Context: an optimization exercise on an open-source flow, tuned for small area. The choices shown serve that exercise and are no tape-out recipe.
The RTL was checked by simulation tests, not by an equivalence proof against the original design.
No activity file was given, so power comes from the tool's default toggle rates.

job 104:
Design sin_gen, start of the top module:
module sin_gen #(
  parameter phase_width     = 9,
  parameter data_width      = 16,
  parameter sampling_f      = 4535,    
  parameter clock_cnt_width = 13
)(
  input                        clk,         
  input                        rst,         
  input      [phase_width-1:0] phase_incr,  
  output     [phase_width-1:0] phase_out,
  output     [data_width-1:0]  signal_out,
  output                       fs_out       
);
Size in the first run: about 410 cells after synthesis, about 37 I/O pins.
export LEC_CHECK = 0
export ABC_AREA = 1
export CAP_MARGIN = 20
export CELL_PAD_IN_SITES_DETAIL_PLACEMENT = 1
export CELL_PAD_IN_SITES_GLOBAL_PLACEMENT = 2
export CORE_MARGIN = 2
export CORE_UTILIZATION = 40
export GPL_TIMING_DRIVEN = 1
export SLEW_MARGIN = 20
export SYNTH_MEMORY_MAX_BITS = 16384
create_clock -name core_clock -period 10.0 [get_ports {clk}]
standard.sh (not shown) runs the stock make flow with config.mk's settings and CLKGATE_MAP_FILE= SYNTH_SCRIPT=/design/flow/synth_recipe.tcl, a recipe that flattens the netlist after the stock synthesis.
==> flow/flow/run.sh <==
#!/bin/bash
set -euo pipefail
W=$PWD
mkdir -p "$W/myscripts"
cp -r "$FLOW_HOME/scripts/." "$W/myscripts/"
cp "$W/flow/abc_area.script" "$W/myscripts/abc_area.script"
bash standard.sh "SCRIPTS_DIR=$W/myscripts" "ADDER_MAP_FILE=" synth > "$W/synth.log" 2>&1
R=$W/orfs/results/$FLOW_PLATFORM/sin_gen/base
python3 "$W/flow/upsize.py" "$R/1_2_yosys.v" > "$W/upsize.log" 2>&1
rm -f "$R/1_synth.odb" "$R/1_synth.sdc"
bash standard.sh "SCRIPTS_DIR=$W/myscripts" "ADDER_MAP_FILE=" synth > "$W/synth2.log" 2>&1
bash standard.sh "BUFFER_PORTS_ARGS=-buffer_cell sky130_fd_sc_hd__buf_1" \
  "CTS_ARGS=-sink_clustering_enable -sink_clustering_size 16 -sink_clustering_max_diameter 400 -repair_clock_nets -buf_list sky130_fd_sc_hd__clkbuf_4 -dont_use_dummy_load" \
  finish > "$W/layout.log" 2>&1
==> flow/flow/abc_area.script <==
strash
&get -n
&dch -f
&nf -R 1000
&put
topo
==> flow/flow/upsize.py <==
#!/usr/bin/env python3
"""Give flip-flops that drive a large fanout a stronger drive (dfxtp_1 -> dfxtp_2/4)
in the synthesised netlist, instead of leaving the placer to buffer their nets.
Only the drive strength of a register's cell changes; its type and name stay."""
import re, sys
fn = sys.argv[1]
v = open(fn).read()
insts = re.findall(r'(sky130_fd_sc_hd__\w+)\s+(\\?\S+)\s*\((.*?)\);', v, re.S)
loads = {}
for typ, name, pins in insts:
    for pin, net in re.findall(r'\.(\w+)\(([^()]*)\)', pins):
        if pin not in ('X', 'Y', 'Q', 'Q_N', 'COUT', 'SUM'):
            loads[net.strip()] = loads.get(net.strip(), 0) + 1
out = v
for typ, name, pins in insts:
    if typ != 'sky130_fd_sc_hd__dfxtp_1':
        continue
    q = dict((a, b.strip()) for a, b in re.findall(r'\.(\w+)\(([^()]*)\)', pins))['Q']
    n = loads.get(q, 0)
    new = 'sky130_fd_sc_hd__dfxtp_4' if n > 24 else 'sky130_fd_sc_hd__dfxtp_2' if n > 12 else None
    if new:
        old = '%s %s' % (typ, name)
        assert out.count(old) == 1, old
        out = out.replace(old, '%s %s' % (new, name))
        print('%s: %d loads -> %s' % (name, n, new))
open(fn, 'w').write(out)
Here is what was changed in the inputs of job 101 compared with job 104.
# job 104
export LEC_CHECK = 0
export ABC_AREA = 1
export CAP_MARGIN = 20
export CELL_PAD_IN_SITES_DETAIL_PLACEMENT = 1
export CELL_PAD_IN_SITES_GLOBAL_PLACEMENT = 2
export CORE_MARGIN = 2
export CORE_UTILIZATION = 40
export GPL_TIMING_DRIVEN = 1
export SLEW_MARGIN = 20
export SYNTH_MEMORY_MAX_BITS = 16384
create_clock -name core_clock -period 10.0 [get_ports {clk}]
# job 101
export LEC_CHECK = 0
export ABC_AREA = 1
export CAP_MARGIN = 20
export CELL_PAD_IN_SITES_DETAIL_PLACEMENT = 1
export CELL_PAD_IN_SITES_GLOBAL_PLACEMENT = 2
export CORE_MARGIN = 2
export CORE_UTILIZATION = 50
export GPL_TIMING_DRIVEN = 1
export SLEW_MARGIN = 20
export SYNTH_MEMORY_MAX_BITS = 16384
create_clock -name core_clock -period 10.0 [get_ports {clk}]
diff --git a/flow/flow/run.sh b/flow/flow/run.sh
--- a/flow/flow/run.sh
+++ b/flow/flow/run.sh
@@ -12,3 +12,3 @@
 bash standard.sh "BUFFER_PORTS_ARGS=-buffer_cell sky130_fd_sc_hd__buf_1" \
-  "CTS_ARGS=-sink_clustering_enable -sink_clustering_size 16 -sink_clustering_max_diameter 400 -repair_clock_nets -buf_list sky130_fd_sc_hd__clkbuf_4 -dont_use_dummy_load" \
+  "CTS_ARGS=-sink_clustering_enable -repair_clock_nets -buf_list sky130_fd_sc_hd__clkbuf_4 -dont_use_dummy_load" \
   finish > "$W/layout.log" 2>&1
### Flow results
Job 101 did not finish; a tool error ended it in 3_1_place_gp_skip_io. Job 104 closes out successfully: all stages finished, all timing, DRC and antenna checks passed. Per the comparison of job 101 with job 104, total nets after synthesis closely matched the old numbers, width of the die decreased by about 10% relative to the old numbers. Row count | job 101 below job 104. Job 101 -> job 104: area after synthesis delta 0, exact match. Synthesized-area fraction occupied by xor and xnor cells: job 101 vs job 104 identical. Area fraction in and, or, nand and nor cells after synthesis essentially unchanged between job 104 and job 101.


== run A ==
Starting RTL as in the previous note.
Design sin_gen, start of the top module:
module sin_gen #(
  parameter phase_width     = 9,
  parameter data_width      = 16,
  parameter sampling_f      = 4535,    
  parameter clock_cnt_width = 13
)(
  input                        clk,         
  input                        rst,         
  input      [phase_width-1:0] phase_incr,  
  output     [phase_width-1:0] phase_out,
  output     [data_width-1:0]  signal_out,
  output                       fs_out       
);
clock: 10.0 ns
lec_check: 0
abc_area: 1
cap_margin: 20
cell_pad_in_sites_detail_placement: 1
cell_pad_in_sites_global_placement: 2
core_margin: 2
core_utilization: 40
gpl_timing_driven: 1
slew_margin: 20
synth_memory_max_bits: 16384
==> flow/flow/run.sh <==
#!/bin/bash
set -euo pipefail
W=$PWD
mkdir -p "$W/myscripts"
cp -r "$FLOW_HOME/scripts/." "$W/myscripts/"
cp "$W/flow/abc_area.script" "$W/myscripts/abc_area.script"
bash standard.sh "SCRIPTS_DIR=$W/myscripts" "ADDER_MAP_FILE=" synth > "$W/synth.log" 2>&1
bash standard.sh "BUFFER_PORTS_ARGS=-buffer_cell sky130_fd_sc_hd__buf_1" \
  "CTS_ARGS=-sink_clustering_enable -repair_clock_nets -buf_list sky130_fd_sc_hd__clkbuf_4 -dont_use_dummy_load" \
  finish > "$W/layout.log" 2>&1
Scripts as last shown in full above: flow/flow/abc_area.script
## Diff of input files: run B against run A
==> flow/flow/run.sh <==
#!/bin/bash
set -euo pipefail
W=$PWD
mkdir -p "$W/myscripts"
cp -r "$FLOW_HOME/scripts/." "$W/myscripts/"
cp "$W/flow/abc_area.script" "$W/myscripts/abc_area.script"
bash standard.sh "SCRIPTS_DIR=$W/myscripts" "ADDER_MAP_FILE=" synth > "$W/synth.log" 2>&1
R=$W/orfs/results/$FLOW_PLATFORM/sin_gen/base
python3 "$W/flow/upsize.py" "$R/1_2_yosys.v" > "$W/upsize.log" 2>&1
rm -f "$R/1_synth.odb" "$R/1_synth.sdc"
bash standard.sh "SCRIPTS_DIR=$W/myscripts" "ADDER_MAP_FILE=" synth > "$W/synth2.log" 2>&1
bash standard.sh "BUFFER_PORTS_ARGS=-buffer_cell sky130_fd_sc_hd__buf_1" \
  "CTS_ARGS=-sink_clustering_enable -sink_clustering_size 40 -repair_clock_nets -buf_list sky130_fd_sc_hd__clkbuf_16 -dont_use_dummy_load" \
  finish > "$W/layout.log" 2>&1
==> flow/flow/upsize.py (new file) <==
#!/usr/bin/env python3
"""Give flip-flops that drive a large fanout a stronger drive (dfxtp_1 -> dfxtp_2/4)
in the synthesised netlist, instead of leaving the placer to buffer their nets.
Only the drive strength of a register's cell changes; its type and name stay."""
import re, sys
fn = sys.argv[1]
v = open(fn).read()
insts = re.findall(r'(sky130_fd_sc_hd__\w+)\s+(\\?\S+)\s*\((.*?)\);', v, re.S)
loads = {}
for typ, name, pins in insts:
    for pin, net in re.findall(r'\.(\w+)\(([^()]*)\)', pins):
        if pin not in ('X', 'Y', 'Q', 'Q_N', 'COUT', 'SUM'):
            loads[net.strip()] = loads.get(net.strip(), 0) + 1
out = v
for typ, name, pins in insts:
    if typ != 'sky130_fd_sc_hd__dfxtp_1':
        continue
    q = dict((a, b.strip()) for a, b in re.findall(r'\.(\w+)\(([^()]*)\)', pins))['Q']
    n = loads.get(q, 0)
    new = 'sky130_fd_sc_hd__dfxtp_4' if n > 24 else 'sky130_fd_sc_hd__dfxtp_2' if n > 12 else None
    if new:
        old = '%s %s' % (typ, name)
        assert out.count(old) == 1, old
        out = out.replace(old, '%s %s' % (new, name))
        print('%s: %d loads -> %s' % (name, n, new))
open(fn, 'w').write(out)
Findings:
Run B reports a higher area after synthesis than run A does.
Run B: sequential share of layout area 0.23 points above run A
Run B vs run A: period utilization down in run B
[compare] base=run A new=run B: minimum clock period after layout went down; wire length went up; arrival time of data at the critical path endpoint went down; fraction of area in non-clock buffers went down.
Compared with run A, run B shows a lower clock transition time at the flip-flop clock pins of the worst setup and hold paths.
Setup slack delta for run B relative to run A: 0.26 ns higher
Final area for run B: 71 sq um up relative to run A
Inputs modified between run B and run C:
# run B
export LEC_CHECK = 0
export ABC_AREA = 1
export CAP_MARGIN = 20
export CELL_PAD_IN_SITES_DETAIL_PLACEMENT = 1
export CELL_PAD_IN_SITES_GLOBAL_PLACEMENT = 2
export CORE_MARGIN = 2
export CORE_UTILIZATION = 40
export GPL_TIMING_DRIVEN = 1
export SLEW_MARGIN = 20
export SYNTH_MEMORY_MAX_BITS = 16384
create_clock -name core_clock -period 10.0 [get_ports {clk}]
# run C
export LEC_CHECK = 0
export ABC_AREA = 1
export CAP_MARGIN = 20
export CELL_PAD_IN_SITES_DETAIL_PLACEMENT = 1
export CELL_PAD_IN_SITES_GLOBAL_PLACEMENT = 2
export CORE_MARGIN = 2
export CORE_UTILIZATION = 40
export GPL_TIMING_DRIVEN = 1
export PLACE_DENSITY = 0.6
export SLEW_MARGIN = 20
export SYNTH_MEMORY_MAX_BITS = 16384
create_clock -name core_clock -period 10.0 [get_ports {clk}]
diff --git a/flow/flow/run.sh b/flow/flow/run.sh
--- a/flow/flow/run.sh
+++ b/flow/flow/run.sh
@@ -12,3 +12,3 @@
 bash standard.sh "BUFFER_PORTS_ARGS=-buffer_cell sky130_fd_sc_hd__buf_1" \
-  "CTS_ARGS=-sink_clustering_enable -sink_clustering_size 40 -repair_clock_nets -buf_list sky130_fd_sc_hd__clkbuf_16 -dont_use_dummy_load" \
+  "CTS_ARGS=-sink_clustering_enable -repair_clock_nets -buf_list sky130_fd_sc_hd__clkbuf_4 -dont_use_dummy_load" \
   finish > "$W/layout.log" 2>&1
--- outcome ---
When the final numbers for run C and run B were put side by side, the wire length turned out to be greater in run B.
Run B has lower first-iteration DRC count than run C.
Comparing run C against run B, there is no change at all in average instance area after synthesis.
The following lists how run D was set up differently from run C:
# run C
export LEC_CHECK = 0
export ABC_AREA = 1
export CAP_MARGIN = 20
export CELL_PAD_IN_SITES_DETAIL_PLACEMENT = 1
export CELL_PAD_IN_SITES_GLOBAL_PLACEMENT = 2
export CORE_MARGIN = 2
export CORE_UTILIZATION = 40
export GPL_TIMING_DRIVEN = 1
export PLACE_DENSITY = 0.6
export SLEW_MARGIN = 20
export SYNTH_MEMORY_MAX_BITS = 16384
create_clock -name core_clock -period 10.0 [get_ports {clk}]
# run D
export LEC_CHECK = 0
export ABC_AREA = 1
export CAP_MARGIN = 20
export CELL_PAD_IN_SITES_DETAIL_PLACEMENT = 1
export CELL_PAD_IN_SITES_GLOBAL_PLACEMENT = 2
export CORE_MARGIN = 2
export CORE_UTILIZATION = 40
export GPL_TIMING_DRIVEN = 1
export SLEW_MARGIN = 20
export SYNTH_MEMORY_MAX_BITS = 16384
create_clock -name core_clock -period 10.0 [get_ports {clk}]
Notes after the runs:
Run C and run D all finish clean. Diff run D..run C | sum of routed wire length over all layers | unchanged. From run D to run C, design area did not move at all. Changes observed in run D relative to run C: number of clock sinks seen by CTS saw little to no change, count of final hold-check violations saw little to no change, share of cells above drive strength 1 saw little to no change, final total power saw little to no change. Cell count came out exactly the same in run C and run D.

==> static timing again, ports no longer ideal <==
Ports are ideal in the flow. The routed layouts listed here were re-timed in OpenROAD.
Step 1 assumes that a clkbuf_16 drives the clock port and a buf_2 every other input.
Step 2, shift: input delay + t, output delay - t, t = (earliest + latest rising clock arrival at the registers) / 2. This alone moves slack from input paths to output paths.
a / b / c = ideal ports / drivers / drivers and shift; a / b = the first two.
run	shift t [ns]	setup WS [ns]	clock arrival spread, ns	pins driven straight from the clock port
job 104	0.345	3.671 / 3.647 / 3.992	0.019 / 0.019	1
run A	0.347	3.418 / 3.391 / 3.738	0.016 / 0.015	1
run B	0.302	3.681 / 3.648 / 3.950	0.012 / 0.012	1
run C	0.345	3.671 / 3.647 / 3.992	0.019 / 0.019	1
run D	0.345	3.671 / 3.647 / 3.992	0.019 / 0.019	1
After both steps setup and hold are still met in every run listed.
